Background: an optimization exercise with open tools, aiming at small area. Do not read the settings as production practice. Only simulation tests tie the RTL to the original design; equivalence was not proved. No activity file was given, so power comes from the tool's default toggle rates.

Setup of rev 12:
// parser_wrapper
module parser_wrapper #(
  parameter C_BUS_DATA_WIDTH = 512                 ,
  parameter C_BUS_KEEP_WIDTH = (C_BUS_DATA_WIDTH/8)
) (
  input  wire                        CLK              ,
  input  wire                        RST_N            ,
  input  wire [C_BUS_DATA_WIDTH-1:0] IN_PACKET_TDATA  ,
  output wire                        IN_PACKET_TREADY ,
  input  wire                        IN_PACKET_TVALID ,
  input  wire                        IN_PACKET_TLAST  ,
  input  wire [C_BUS_KEEP_WIDTH-1:0] IN_PACKET_TKEEP  ,
  output wire [C_BUS_DATA_WIDTH-1:0] OUT_PACKET_TDATA ,
  input  wire                        OUT_PACKET_TREADY,
  output wire                        OUT_PACKET_TVALID,
  output wire                        OUT_PACKET_TLAST ,
  output wire [C_BUS_KEEP_WIDTH-1:0] OUT_PACKET_TKEEP ,
  output wire                        RULE_TDATA       ,
  output wire                        RULE_TVALID
);
Settings: LEC_CHECK=0, CAP_MARGIN=20, CORE_AREA=5 5 355 355, DIE_AREA=0 0 360 360, SLEW_MARGIN=20, BUFFER_PORTS_ARGS=-buffer_cell sky130_fd_sc_hd__buf_1, CTS_ARGS=-root_buf sky130_fd_sc_hd__clkbuf_2 -buf_list sky130_fd_sc_hd__clkbuf_2 -dont_use_dummy_load -repair_clock_nets, GPL_KEEP_OVERFLOW=0; clock period 5.0 ns.
standard.sh (not shown) runs the stock make flow with config.mk's settings and CLKGATE_MAP_FILE= SYNTH_SCRIPT=/design/flow/synth_recipe.tcl, a recipe that flattens the netlist after the stock synthesis.
==> flow/flow/run.sh <==
#!/bin/bash
# Standard ORFS layout with two changes:
#  - flow/extra.mk is added to config.mk: the port buffers are the smallest
#    buffer (buf_1), and the clock tree options;
#  - after the standard synthesis, the gates that compute the verdict are
#    replaced by a hand-mapped NAND/NOR netlist (flow/gen_logic.py), proven
#    equivalent with Yosys before it is used.  Registers are untouched.
set -euo pipefail
W="$(cd "$(dirname "$0")/.." && pwd)"
cd "$W"
cat flow/extra.mk >> config.mk
bash standard.sh synth > synth.log 2>&1
R="$W/orfs/results/${FLOW_PLATFORM:-sky130hd}/parser_wrapper/base"
LIB=/OpenROAD-flow-scripts/flow/platforms/sky130hd/lib/sky130_fd_sc_hd__tt_025C_1v80.lib
cp "$R/1_2_yosys.v" "$W/synth_standard.v"
if python3 flow/remap.py "$W/synth_standard.v" "$W/synth_remap.v" verdict > remap.log 2>&1; then
  sed "s#LIBFILE#$LIB#;s#OLDNET#$W/synth_standard.v#;s#NEWNET#$W/synth_remap.v#" flow/eqv.ys > eqv_run.ys
  if yosys -q eqv_run.ys > eqv.log 2>&1; then
    echo "equivalent: using the hand-mapped netlist" >> remap.log
    cp "$W/synth_remap.v" "$R/1_2_yosys.v"
    touch "$R/1_2_yosys.v"
  else
    echo "not proven equivalent: keeping the standard netlist" >> remap.log
  fi
fi
bash standard.sh > layout.log 2>&1
==> flow/flow/extra.mk <==
export BUFFER_PORTS_ARGS = -buffer_cell sky130_fd_sc_hd__buf_1
export CTS_ARGS = -root_buf sky130_fd_sc_hd__clkbuf_2 -buf_list sky130_fd_sc_hd__clkbuf_2 -dont_use_dummy_load -repair_clock_nets
export GPL_KEEP_OVERFLOW = 0
Other scripts of this flow, unchanged in this note and not shown: flow/flow/areas.json, flow/flow/eqv.ys, flow/flow/gen_logic.py, flow/flow/remap.py
Rev 12 was carried through to the last stage, and its layout satisfied the timing, DRC and antenna checks.
--- input diff rev 12..rev 13 ---
Settings: removing CTS_ARGS (formerly -root_buf sky130_fd_sc_hd__clkbuf_2 -buf_list sky130_fd_sc_hd__clkbuf_2 -dont_use_dummy_load -repair_clock_nets); setting CTS_BUF_LIST to sky130_fd_sc_hd__clkbuf_1 for the first time; removing GPL_KEEP_OVERFLOW (formerly 0).
-- flow/flow/run.sh --
<<< rev 12, line 3
#  - flow/extra.mk is added to config.mk: the port buffers are the smallest
#    buffer (buf_1), and the clock tree options;
>>> rev 13, line 3
#  - the port buffers are the smallest buffer (buf_1);
<<< rev 12, line 11
cat flow/extra.mk >> config.mk
>>> rev 13, line 10
cat >> config.mk <<'CFG'
export BUFFER_PORTS_ARGS = -buffer_cell sky130_fd_sc_hd__buf_1
CFG
removed: flow/flow/extra.mk
==> comparison <==
Rev 13: flow completed, timing, DRC and antenna clean
Taking rev 12 as the reference, in rev 13 clock-buffer cell count picked up an extra 1; maximum number of buffers from clock root to sink comparable; proportion of power drawn by combinational gates went up 0.3 points; relative contribution of the clock network to total power went down 0.3 points; via count up 182.
Rev 13 gives less internal power consumption than rev 12 did.
Rev 12 and rev 13 ended up with roughly the same area of all placed cells without fillers.
Reported for rev 12 and rev 13, tap cell count turned out identical to the last digit.
Summary — worst hold margin, rev 13 relative to rev 12: higher, by 9.9 ps.

---

Starting RTL as in the previous note.
Settings: LEC_CHECK=0, CAP_MARGIN=20, CORE_AREA=5 5 355 355, DIE_AREA=0 0 360 360, SLEW_MARGIN=20, BUFFER_PORTS_ARGS=-buffer_cell sky130_fd_sc_hd__buf_1, CTS_ARGS=-root_buf sky130_fd_sc_hd__clkbuf_2 -buf_list sky130_fd_sc_hd__clkbuf_2 -dont_use_dummy_load -repair_clock_nets; clock period 5.0 ns.
==> flow/flow/run.sh <==
#!/bin/bash
# Standard ORFS layout with two changes:
#  - flow/extra.mk is added to config.mk: the port buffers are the smallest
#    buffer (buf_1), and the clock tree options;
#  - after the standard synthesis, the gates that compute the verdict are
#    replaced by a hand-mapped NAND/NOR netlist (flow/gen_logic.py), proven
#    equivalent with Yosys before it is used.  Registers are untouched.
set -euo pipefail
W="$(cd "$(dirname "$0")/.." && pwd)"
cd "$W"
cat flow/extra.mk >> config.mk
bash standard.sh synth > synth.log 2>&1
R="$W/orfs/results/${FLOW_PLATFORM:-sky130hd}/parser_wrapper/base"
LIB=/OpenROAD-flow-scripts/flow/platforms/sky130hd/lib/sky130_fd_sc_hd__tt_025C_1v80.lib
cp "$R/1_2_yosys.v" "$W/synth_standard.v"
if python3 flow/remap.py "$W/synth_standard.v" "$W/synth_remap.v" verdict > remap.log 2>&1; then
  sed "s#LIBFILE#$LIB#;s#OLDNET#$W/synth_standard.v#;s#NEWNET#$W/synth_remap.v#" flow/eqv.ys > eqv_run.ys
  if yosys -q eqv_run.ys > eqv.log 2>&1; then
    echo "equivalent: using the hand-mapped netlist" >> remap.log
    cp "$W/synth_remap.v" "$R/1_2_yosys.v"
    touch "$R/1_2_yosys.v"
  else
    echo "not proven equivalent: keeping the standard netlist" >> remap.log
  fi
fi
bash standard.sh > layout.log 2>&1
Other scripts of this flow, unchanged in this note and not shown: flow/flow/areas.json, flow/flow/eqv.ys, flow/flow/extra.mk, flow/flow/gen_logic.py, flow/flow/remap.py
Then changed:
Settings changed: CORE_AREA 5 5 355 355 to 5 5 325 325, DIE_AREA 0 0 360 360 to 0 0 330 330.
Effect: The new run went through all stages and came out clean; design area goes down by about 7%; wire length falls by 8.2%; clock power hardly moves; global-route usage went up by 1.4 points; worst setup slack got worse by 310 ps; total power went down by 3.6%; clock skew is about the same; core utilization rose by 0.48 points; register-to-register slack gets better by 20 ps; first-iteration DRC count falls by 12%; sequential share of layout area rises by 0.17 points.

## re-timing with driven ports
How much do the figures lean on ideal ports? The routed layouts below were timed once more, with nothing changed but the port constraints. Step 1 (the two cells are an assumption about what drives the block):
set clk [get_ports {CLK}]
set_driving_cell -lib_cell sky130_fd_sc_hd__clkbuf_16 $clk
set_driving_cell -lib_cell sky130_fd_sc_hd__buf_2 [delete_from_list [all_inputs] $clk]
Step 2 adds t to the input delays and takes it off the output delays; t is the mean of the earliest and latest rising clock arrival at the registers after step 1. Input paths then give back, and output paths get back, about the clock's delay inside the block. Three values: ideal ports, drivers, drivers and shift; two values: the first two.
| run | t, ns | setup WS [ns] | latest minus earliest clock arrival (ns) | worst slew at a driven data input, ns |
|---|---|---|---|---|
| rev 12 | 0.265 | 1.679 / 1.612 / 1.347 | 0.004 / 0.004 | 0.37 |
| rev 13 | 0.317 | 1.963 / 1.943 / 1.626 | 0.010 / 0.010 | 0.37 |
| the first run of note 2 | 0.268 | 1.875 / 1.851 / 1.583 | 0.002 / 0.002 | 0.37 |
| the second run of note 2 | 0.253 | 1.565 / 1.563 / 1.310 | 0.014 / 0.014 | 0.38 |
After both steps setup and hold are still met in every run listed. The setup slack of rev 13, which loses most, moves by -0.020 ns with the drivers and by -0.337 ns with both steps.
